This design comes from an exercise in tuning for small area, a short achievable clock period and few clock cycles on the open sky130 flow, not from production work.
Where RTL was checked, it was by simulation tests only, not by an equivalence proof against the original.
No functional check of the RTL was part of run 1.

==> flow/design.v (outline; a module is shown in full before it is edited, if it fits) <==
// module mul: 2992 lines
module mul (
    input wire clk,
    input wire rst_n,
    input wire [32-1:0] multiplicand_i,
    input wire [32-1:0] multiplier_i,
    input wire                       valid_in,
    input wire                       ctrl_ready_i,
    input wire [                3:0] op_i,
    input wire [ 5-1:0] reg_waddr_i,
    input wire [3-1:0] commit_id_i,
    output reg [32-1:0] result_o,
    output reg                       valid_o,
    output reg [ 5-1:0] reg_waddr_o,
    output reg [3-1:0] commit_id_o
);
  // ...
==> flow/run.sh <==
#!/bin/bash
# synth_recipe.tcl (not shown) runs the flow's synth.tcl, then flattens the netlist and writes it again
# the make line also repeats each setting of config.mk as NAME=value (left out here)
make -C /OpenROAD-flow-scripts/flow DESIGN_CONFIG=/design/flow/config.mk WORK_HOME=/design/flow/orfs CLKGATE_MAP_FILE= SYNTH_SCRIPT=/design/flow/synth_recipe.tcl finish
==> flow/config.mk <==
export PLATFORM = sky130hd
export DESIGN_NAME = mul
export DESIGN_NICKNAME = mul
export VERILOG_FILES = /design/flow/design.v
export SDC_FILE = /design/flow/constraint.sdc
export NUM_CORES = 4
export LEC_CHECK = 0
export ABC_CLOCK_PERIOD_IN_PS = 2800
export CAP_MARGIN = 20
export CORE_MARGIN = 2
export CORE_UTILIZATION = 40
export PLACE_DENSITY = 0.65
export SLEW_MARGIN = 20
==> flow/constraint.sdc <==
create_clock -name core_clock -period 10.0 [get_ports {clk}]
set_input_delay 2.0000 -clock core_clock [delete_from_list [all_inputs] [get_ports {clk}]]
set_output_delay 2.0000 -clock core_clock [all_outputs]
set_load 0.01 [all_outputs]
==> impl_metrics.env, run 1 <==
export IMPL_grt_pass1_vias=27800
export IMPL_cp_slowest_cell="nor2b_1"
export IMPL_clock_skew_ns=0.0332
export IMPL_wl_per_cell_um=27.4
export IMPL_setup_viol=0
export IMPL_fin_nets=3928
export IMPL_finalCriticalPeriod_ns=5.20
export IMPL_cp_end_kind="register"
export IMPL_multi_input_area_share_pct=61.0
export IMPL_path_common_cell="fa_1"
export IMPL_layout_sequential_cells=315
export IMPL_syn2layout_area_growth_pct=9.66
export IMPL_clock_buffers=48
export IMPL_ctsLongestPathBuffers=3
export IMPL_hpwl_um=75700
export IMPL_use_met3_pct=9.26
export IMPL_cts_resized_gates=0
export IMPL_antenna_cells=1
export IMPL_multiInputCombCellCount=2342
export IMPL_status="finished clean"
export IMPL_grt_setup_unrepaired="false"
export IMPL_layout_common_cells="a22oi_1, fa_1, inv_1, xnor2_1, edfxtp_1"
export IMPL_die_w_um=304
export IMPL_ys_seq_area_share_pct=26.2
export IMPL_cts_hold_buf=0
export IMPL_finalSetupTns_ns=0
export IMPL_synth_top_family_by_area="adder cells"
export IMPL_reg_top3="a x33, b x33, result_o x32"
export IMPL_async_reset_ff_share_pct=0
export IMPL_crit_family="adder cells"
export IMPL_maxCapViolCount=0
export IMPL_yosys_top_cells_count="a22oi_1, fa_1, inv_1"
export IMPL_topRoutingLayerUsed="met5"
export IMPL_synth_top_area_share_pct=26.1
export IMPL_final_clk_cell_share_pct=3.48
export IMPL_syn_avg_cell_area_um2=10.8
export IMPL_fin_area_mm2=0.0394
export IMPL_numCtsBuffers=41
export IMPL_worstPathMaxFanout=28
export IMPL_crit_buf_inv=2
==> inputs of run 2 (changes only) <==
--- a/flow/design.v
+++ b/flow/design.v
@@ -14,40 +14,48 @@
     output reg [3-1:0] commit_id_o
 );
     wire en = ctrl_ready_i;
     wire op_mulh   = (op_i == 4'b0010);
     wire op_mulhsu = (op_i == 4'b0100);
     wire op_mulhu  = (op_i == 4'b1000);
     wire a_sext = (op_mulh | op_mulhsu) & multiplicand_i[31];
     wire b_sext = op_mulh & multiplier_i[31];
+    wire [32:0] a_d  = {a_sext, multiplicand_i};
+    wire        hi_d = op_mulh | op_mulhsu | op_mulhu;
+    wire [34:0] bx = {b_sext, b_sext, multiplier_i, 1'b0};   
+    wire [16:0] one_d, two_d, neg_d;
+    genvar g;
+    generate for (g = 0; g < 17; g = g + 1) begin : enc
+        assign neg_d[g] = bx[2*g+2] & ~(bx[2*g+1] & bx[2*g]);
+        assign one_d[g] = bx[2*g+1] ^ bx[2*g];
+        assign two_d[g] = (bx[2*g+2] & ~bx[2*g+1] & ~bx[2*g]) | (~bx[2*g+2] & bx[2*g+1] & bx[2*g]);
+    end endgenerate
     reg [32:0] a;
     reg        hi_s1, valid_s1;
     reg [5-1:0]  reg_waddr_s1;
     reg [3-1:0] commit_id_s1;
-    wire [34:0] bx = {b_sext, b_sext, multiplier_i, 1'b0};   
-    reg [34:0] b;   
     wire [16:0] one, two, neg;
+    reg [16:0] one_s1, two_s1, neg_s1;
+    assign one = one_s1;
+    assign two = two_s1;
+    assign neg = neg_s1;
     always @(posedge clk) begin
         if (!rst_n) valid_s1 <= 1'b0;
         else if (en) valid_s1 <= valid_in;
         if (en) begin
-            a            <= {a_sext, multiplicand_i};
-            b            <= bx;
-            hi_s1        <= op_mulh | op_mulhsu | op_mulhu;
+            a            <= a_d;
+            one_s1       <= one_d;
+            two_s1       <= two_d;
+            neg_s1       <= neg_d;
+            hi_s1        <= hi_d;
             reg_waddr_s1 <= reg_waddr_i;
             commit_id_s1 <= commit_id_i;
         end
     end
-    genvar g;
-    generate for (g = 0; g < 17; g = g + 1) begin : enc
-        assign neg[g] = b[2*g+2] & ~(b[2*g+1] & b[2*g]);
-        assign one[g] = b[2*g+1] ^ b[2*g];
-        assign two[g] = (b[2*g+2] & ~b[2*g+1] & ~b[2*g]) | (~b[2*g+2] & b[2*g+1] & b[2*g]);
-    end endgenerate
     wire pp0_0;
     wire pp0_1;
     wire pp0_2;
     wire pp0_3;
     wire pp0_4;
     wire pp0_5;
     wire pp0_6;
     wire pp0_7;
==> flow/flow/run.sh (new file) <==
#!/bin/bash
set -o pipefail
bash standard.sh SETUP_SLACK_MARGIN=7 finish > standard_flow.log 2>&1
==> flow/standard.sh (new file) <==
#!/bin/bash
# synth_recipe.tcl (not shown) runs the flow's synth.tcl, then flattens the netlist and writes it again
# the make line also repeats each setting of config.mk as NAME=value (left out here)
make -C /OpenROAD-flow-scripts/flow DESIGN_CONFIG=/design/flow/config.mk WORK_HOME=/design/flow/orfs CLKGATE_MAP_FILE= SYNTH_SCRIPT=/design/flow/synth_recipe.tcl "${@:-finish}"
--- a/flow/config.mk
+++ b/flow/config.mk
@@ -5,9 +5,11 @@
 export SDC_FILE = /design/flow/constraint.sdc
 export NUM_CORES = 4
 export LEC_CHECK = 0
 export ABC_CLOCK_PERIOD_IN_PS = 2800
 export CAP_MARGIN = 20
 export CORE_MARGIN = 2
 export CORE_UTILIZATION = 40
 export PLACE_DENSITY = 0.65
+export SETUP_SLACK_MARGIN = 5
 export SLEW_MARGIN = 20
+export TNS_END_PERCENT = 100
removed: flow/run.sh
==> run 2 against run 1 <==
- clock-buffer cell count grew 1
- clock skew shrank 0.012 ns
- first-iteration DRC count grew 8.6%
- global-route usage grew 3.8 points
- core utilization grew 7.7 points
- highest routed layer unchanged
==> impl_metrics.env, run 2 <==
export IMPL_max_freq_mhz=266
export IMPL_ctsLongestPathBuffers=3
export IMPL_maxCapViolCount=0
export IMPL_setup_viol=0
export IMPL_synth_top_area_cell="edfxtp_1"
export IMPL_grt_overflow=0
export IMPL_grt_use_total_pct=29.9
export IMPL_cts_hold_buf=0
export IMPL_critPathRequiredTime_ns=10.35
export IMPL_fillers=7553
export IMPL_largest_reg_flops=33
export IMPL_synth_top_family_by_area="adder cells"
export IMPL_regMostFlops="a"
export IMPL_grt_pass1_wl_um=206000
export IMPL_numCtsBuffers=44
export IMPL_synthSimpleGateAreaFrac_pct=4.19
export IMPL_relSlewSlack_pct=46.4
export IMPL_finalHoldViolCount=0
export IMPL_worstSetupStartpointType="register"
export IMPL_clkTransAtPathRegs_ns=0.06
export IMPL_worstPathMaxFanout=7
export IMPL_synth_edf_count=329
export IMPL_syn2layout_area_growth_pct=28.8
export IMPL_grt_max_degree=127
export IMPL_ys_seq_area_share_pct=27.2
export IMPL_htree_levels=2
export IMPL_via_count=29200
export IMPL_initial_core_util_pct=40.5
export IMPL_synth_compound_area_share_pct=15.4
export IMPL_clock_skew_ns=0.0213
export IMPL_synth_area_mux_share_pct=0.432
export IMPL_postSynthCellCount=3386
export IMPL_wl_um=142000
export IMPL_pin_count=121
export IMPL_wl_per_cell_um=29.9
export IMPL_critPathKind="reg -> reg"
export IMPL_tritoncts="done"
export IMPL_drive_above_1_share_pct=30.8
export IMPL_fin_nets=4216
export IMPL_grt_setup_unrepaired="true"
export IMPL_layout_common_cells="edfxtp_1, a22oi_1, fa_1, xnor2_1, xor2_1"
export IMPL_final_common_cell="edfxtp_1"
export IMPL_utilization_pct=52.1
export IMPL_avgViaCountPerCell=6.15
export IMPL_status="finished clean"
export IMPL_synthDistinctLibCells=71
export IMPL_synthAdderAreaFrac_pct=30.2
export IMPL_synth_xor_area_share_pct=15.3
export IMPL_clockRootBuffer="clkbuf_16"
export IMPL_post_synth_top_count_cell="a22oi_1"
export IMPL_synth_area_leaders="edfxtp_1, fa_1, a22oi_1"
export IMPL_async_reset_ff_share_pct=0
export IMPL_synth_ff_type="edfxtp_1"
export IMPL_drt_iter0_drc=3775
export IMPL_synth_area_mm2=0.0365
export IMPL_hp_class="reg -> reg"
export IMPL_reg_top3="a x33, result_o x32"
export IMPL_yosys_top_cells_count="a22oi_1, fa_1, inv_1"
export IMPL_ys_seq_elements=332
export IMPL_dieArea_mm2=0.0937
export IMPL_period_share_pct=37.6
export IMPL_finalSetupTns_ns=0
export IMPL_place_gp_congestion=0.904
export IMPL_rows=110
export IMPL_cp_end_kind="register"
export IMPL_regArea_mm2=0.00994
export IMPL_postPlaceCellArea_mm2=0.0394
export IMPL_hpwl_um=77200
export IMPL_cts_sinks=332
export IMPL_synth_top_area_share_pct=27.1
export IMPL_finalCriticalPeriod_ns=3.76
export IMPL_io_buffer_count=120
export IMPL_antenna_left=0
export IMPL_core_mm2=0.0901
export IMPL_die_y_um=306
export IMPL_grt_pass1_vias=30300
export IMPL_drcViolationCount=0
export IMPL_tightest_slew_ns=0.805
export IMPL_grt_antenna_before_repair=0
export IMPL_ys_warn_count=1
export IMPL_multi_input_area_mm2=0.0268
export IMPL_first_pass_iters=7
export IMPL_clock_latency_ns=0.63
export IMPL_maxSlewViolCount=0
export IMPL_arrival_ns=4.12
export IMPL_syn_avg_cell_area_um2=10.8
export IMPL_fin_area_mm2=0.0470
export IMPL_synth_fp_nets=4065
export IMPL_die_w_um=306
## run 2: changes by cell type in the layout (fill, tap and decap cells not counted), sizes merged, moves of 9 or more
cell,delta
nor3,+9
edfxtp,+17
bufbuf,+9
a22o,-20
xor2,+39
buf,+295
nand2b,-10
nand2,+32
nor2,-27
mux2i,-26
clkdlybuf4s50,-41
nor2b,-15
a21oi,+11
a22oi,+25
## run 2: worst paths after layout
kind,from,cells past startpoint,slack [ns],endpoint
max,a[22],10,6.24,r2_34_0
min,commit_id_s2[2],0,0.42,commit_id_o[2]
max reg2reg,a[22],10,6.24,r2_34_0
min reg2reg,commit_id_s2[2],0,0.42,commit_id_o[2]
## run 2: repair_timing
item / 4_1_cts / 5_1_grt
pin swaps: 196 / 164
setup endpoints to repair: 339 / 193
gates resized for setup: 773 / 212
gates cloned: 36 / 3
buffers inserted: 148 / 75
## run 2: area by class of cell
| type | count | share of cell area [%] |
|---|---|---|
| multi-input combinational | 2346 | 57.1 |
| sequential | 332 | 21.2 |
| timing repair buffer | 468 | 12.5 |
| tap | 1176 | 3.13 |
| inverter | 345 | 2.83 |
| clock buffer | 49 | 2.40 |
| clock inverter | 31 | 0.882 |
| antenna | 1 | 0.00533 |
## run 2: critical path, cell delays in order (launching register included)
cell and delay, ns:
edfxtp_1 0.42, buf_6 0.15, buf_12 0.15, a22oi_1 0.21
xor2_1 0.26, fa_2 0.51, fa_2 0.48, fa_1 0.50
inv_1 0.05, fa_2 0.34, fa_2 0.41
## run 2: routing by layer
metal	GRT usage, %	wire length [um]	up-vias	part of all wire [%]
met5	0.207	29	-	0.020
met4	17.5	10000	2	7.1
met3	10.3	19700	579	14
met2	44.6	60500	2286	43
met1	37.5	51800	14500	36
li1	-	-	11800	-
## run 2: per-stage QoR
stage	hold slack [ns]	setup WS (ns)	cells
2_1_floorplan	0.400	6.48	3386
3_3_place_gp	0.401	5.66	4405
3_5_place_dp	0.405	5.57	4405
4_1_cts	0.419	6.34	4669
5_1_grt	0.425	6.18	4747
6_report	0.417	6.24	4748
## run 2: cells by family after synthesis
family,after synthesis
buf+inv,708
mux,15
compound gates,789
simple gates,306
flops,332
xor+xnor,636
other cells,1
fa+ha+maj,599
Testbench counts of run 2, summed over its fixed seeds: cycles 8,824.
==> inputs of run 3 (changes only) <==
==> flow/run.sh (new file) <==
#!/bin/bash
# synth_recipe.tcl (not shown) runs the flow's synth.tcl, then flattens the netlist and writes it again
# the make line also repeats each setting of config.mk as NAME=value (left out here)
make -C /OpenROAD-flow-scripts/flow DESIGN_CONFIG=/design/flow/config.mk WORK_HOME=/design/flow/orfs CLKGATE_MAP_FILE= SYNTH_SCRIPT=/design/flow/synth_recipe.tcl finish
removed: flow/flow/run.sh
removed: flow/standard.sh
==> run 3 against run 2 <==
- register-to-register slack got worse by 0.80 ns
- via count decreased by 8.0%
- die area unchanged
- area after synthesis unchanged
- cell count decreased by 5.6%
- critical path depth decreased by 1
- critical path type unchanged
==> impl_metrics.env, run 3 <==
export IMPL_finalHoldViolCount=0
export IMPL_initial_core_util_pct=40.5
export IMPL_path_common_cell="fa_1"
export IMPL_grt_pass1_wl_um=184000
export IMPL_core_mm2=0.0901
export IMPL_path_cells="clkinv_1, buf_4, xnor2_1, fa_1, fa_1, fa_1, inv_1, fa_1, fa_1"
export IMPL_crit_buf_inv=3
export IMPL_grt_antenna_before_repair=1
export IMPL_worst_r2r_setup_slack_ns=5.44
export IMPL_final_common_cell="a22oi_1"
export IMPL_cp_end_kind="register"
export IMPL_crit_start="neg_s1[7]"
export IMPL_cpPeakStageDelay_ns=0.56
export IMPL_setup_viol=0
export IMPL_cts_hold_buf=0
export IMPL_clockRootBuffer="clkbuf_16"
export IMPL_layout_common_cells="a22oi_1, fa_1, inv_1, edfxtp_1, xnor2_1"
export IMPL_rows=110
export IMPL_wl_um=122000
export IMPL_worstSetupStartpointType="register"
export IMPL_largest_reg_flops=33
export IMPL_cp_slowest_cell="edfxtp_1"
export IMPL_die_w_um=306
export IMPL_htree_levels=2
export IMPL_grt_max_degree=75
export IMPL_fin_nets=3954
export IMPL_hpwl_um=78800
export IMPL_drive_above_1_share_pct=5.38
export IMPL_hp_class="reg -> reg"
export IMPL_pre_cts_slack_ns=5.50
export IMPL_ys_seq_area_share_pct=27.2
export IMPL_regMostFlops="a"
export IMPL_grt_pass1_vias=28100
export IMPL_via_count=26900
export IMPL_syn2layout_area_growth_pct=9.07
export IMPL_finalSetupTns_ns=0
export IMPL_synth_edf_count=329
export IMPL_numCtsBuffers=43
export IMPL_grt_setup_unrepaired="false"
export IMPL_drcViolationCount=0
export IMPL_post_synth_top_count_cell="a22oi_1"
export IMPL_synth_ff_type="edfxtp_1"
export IMPL_critPathKind="reg -> reg"
export IMPL_critPathRequiredTime_ns=10.36
export IMPL_clock_skew_ns=0.0151
export IMPL_ys_seq_elements=332
export IMPL_holdPathEnd="commit_id_s2[2]"
export IMPL_r2r_start="neg_s1[7]"
export IMPL_placedCellCount=4406
export IMPL_clkTransAtPathRegs_ns=0.06
export IMPL_syn_avg_cell_area_um2=10.8
export IMPL_io_buffer_count=120
export IMPL_wl_per_cell_um=27.2
export IMPL_fin_area_mm2=0.0398
export IMPL_max_freq_mhz=219
export IMPL_grt_use_total_pct=26.0
export IMPL_min_from="commit_id_s1[2]"
export IMPL_synth_top_area_cell="edfxtp_1"
export IMPL_cts_sinks=332
export IMPL_maxCapViolCount=0
export IMPL_synth_top_area_share_pct=27.1
export IMPL_relSlewSlack_pct=33.1
export IMPL_ys_warn_count=1
export IMPL_maxSlewViolCount=0
export IMPL_reg_top3="a x33, result_o x32"
export IMPL_antenna_cells=0
export IMPL_postPlaceCellArea_mm2=0.0384
export IMPL_synth_area_mm2=0.0365
export IMPL_setup_ws_ns=5.44
export IMPL_synthDistinctLibCells=71
export IMPL_finalCriticalPeriod_ns=4.56
export IMPL_cts_resized_gates=0
export IMPL_tritoncts="done"
export IMPL_avgViaCountPerCell=6.00
export IMPL_period_share_pct=45.6
export IMPL_postSynthCellCount=3386
export IMPL_clock_latency_ns=0.61
export IMPL_cts_setup_buffers=0
export IMPL_ctsLongestPathBuffers=3
export IMPL_synth_area_leaders="edfxtp_1, fa_1, a22oi_1"
export IMPL_die_y_um=306
export IMPL_status="finished clean"
export IMPL_rr_worst_depth=9
export IMPL_async_reset_ff_share_pct=0
export IMPL_synth_fp_nets=4065
export IMPL_first_pass_iters=6
export IMPL_pin_count=121
export IMPL_grt_overflow=0
export IMPL_yosys_top_cells_count="a22oi_1, fa_1, inv_1"
export IMPL_holdPathStages=0
export IMPL_arrival_ns=4.92
export IMPL_worstPathMaxFanout=22
export IMPL_antenna_left=0
export IMPL_crit_family="adder cells"
export IMPL_tightest_slew_ns=1.00
export IMPL_drt_iter0_drc=3415
export IMPL_r2r_end="r2_38_0"
export IMPL_dieArea_mm2=0.0937
export IMPL_place_gp_congestion=0.896
export IMPL_final_cells=4484
[run 3: cell counts after synthesis]
Identical to the previous run, type by type.
[run 3: kinds of logic after synthesis]
logic type      synth area share, %
compound gates                 15.4
buf+inv                        7.32
xor+xnor                       15.3
fa+ha+maj                      30.2
flops                          27.2
simple gates                   4.19
mux                           0.432
other cells                  0.0103
[run 3: worst register-to-register path: cells and delay by family (launching register included)]
family	cells	cell delay [ns]
DFF	1	0.56
adders and majority gates	5	2.40
buffers and inverters	3	1.04
xor gates and xnor gates	1	0.31
[run 3: layout make-up]
cell class              instances  area (um2)
multi-input cells            2346       23900
clock buffers                  48        1090
fillers                      8324       50400
inverters                     345        1290
repair buffers                207        1860
well taps                    1176        1470
flip-flops and latches        332        9940
clock inverters                30         258
[run 3: layer usage]
metal / wire length [um] / vias up / track usage, %
li1: - / 11300 / -
met4: 5720 / 2 / 11.4
met5: 12 / - / 0
met3: 16700 / 346 / 8.43
met2: 52400 / 1950 / 38.9
met1: 47000 / 13300 / 34.6
[run 3: worst max path at each step]
stage | endpoint | slack, ns | depth (start not counted)
after CTS | r2_38_0 | 5.48 | 9
after global placement | r2_38_0 | 5.55 | 9
final | r2_38_0 | 5.44 | 9
after global routing | r2_39_0 | 5.36 | 9
after detailed placement | r2_38_0 | 5.50 | 9
after floorplan | r2_37_0 | 5.90 | 10
[run 3: per-stage QoR]
| stage | hold slack, ns | utilization [%] |
|---|---|---|
| final | 0.417 | 44.1 |
| after detailed placement | 0.405 | 42.6 |
| after global routing | 0.425 | 44.1 |
| after CTS | 0.419 | 44.1 |
| after global placement | 0.400 | 42.6 |
| after floorplan | 0.400 | - |

==> re-timing with driven ports <==
No port has a modelled driver above. Below, the same layouts with a new extraction and two added sets of constraints.
Step 1 (the two cells are an assumption about what drives the block):
set clk [get_ports {clk}]
set_driving_cell -lib_cell sky130_fd_sc_hd__clkbuf_16 $clk
set_driving_cell -lib_cell sky130_fd_sc_hd__buf_2 [delete_from_list [all_inputs] $clk]
Step 2, shift: input delay + t, output delay - t, t = (earliest + latest rising clock arrival at the registers) / 2. This alone moves slack from input paths to output paths.
Three values: ideal, step 1, step 2; two values: the first two.
run	t (ns)	setup WS [ns]	hold WS [ns]	worst setup path after step 2	clock arrival spread, ns
run 1	0.650	4.802 / 4.802 / 4.802	0.417 / 0.417 / 0.417	register to register	0.034 / 0.034
run 2	0.687	6.238 / 6.238 / 6.238	0.417 / 0.417 / 0.417	register to register	0.021 / 0.022
run 3	0.669	5.438 / 5.438 / 5.438	0.417 / 0.417 / 0.417	register to register	0.015 / 0.015
After both steps setup and hold are still met in every run listed.
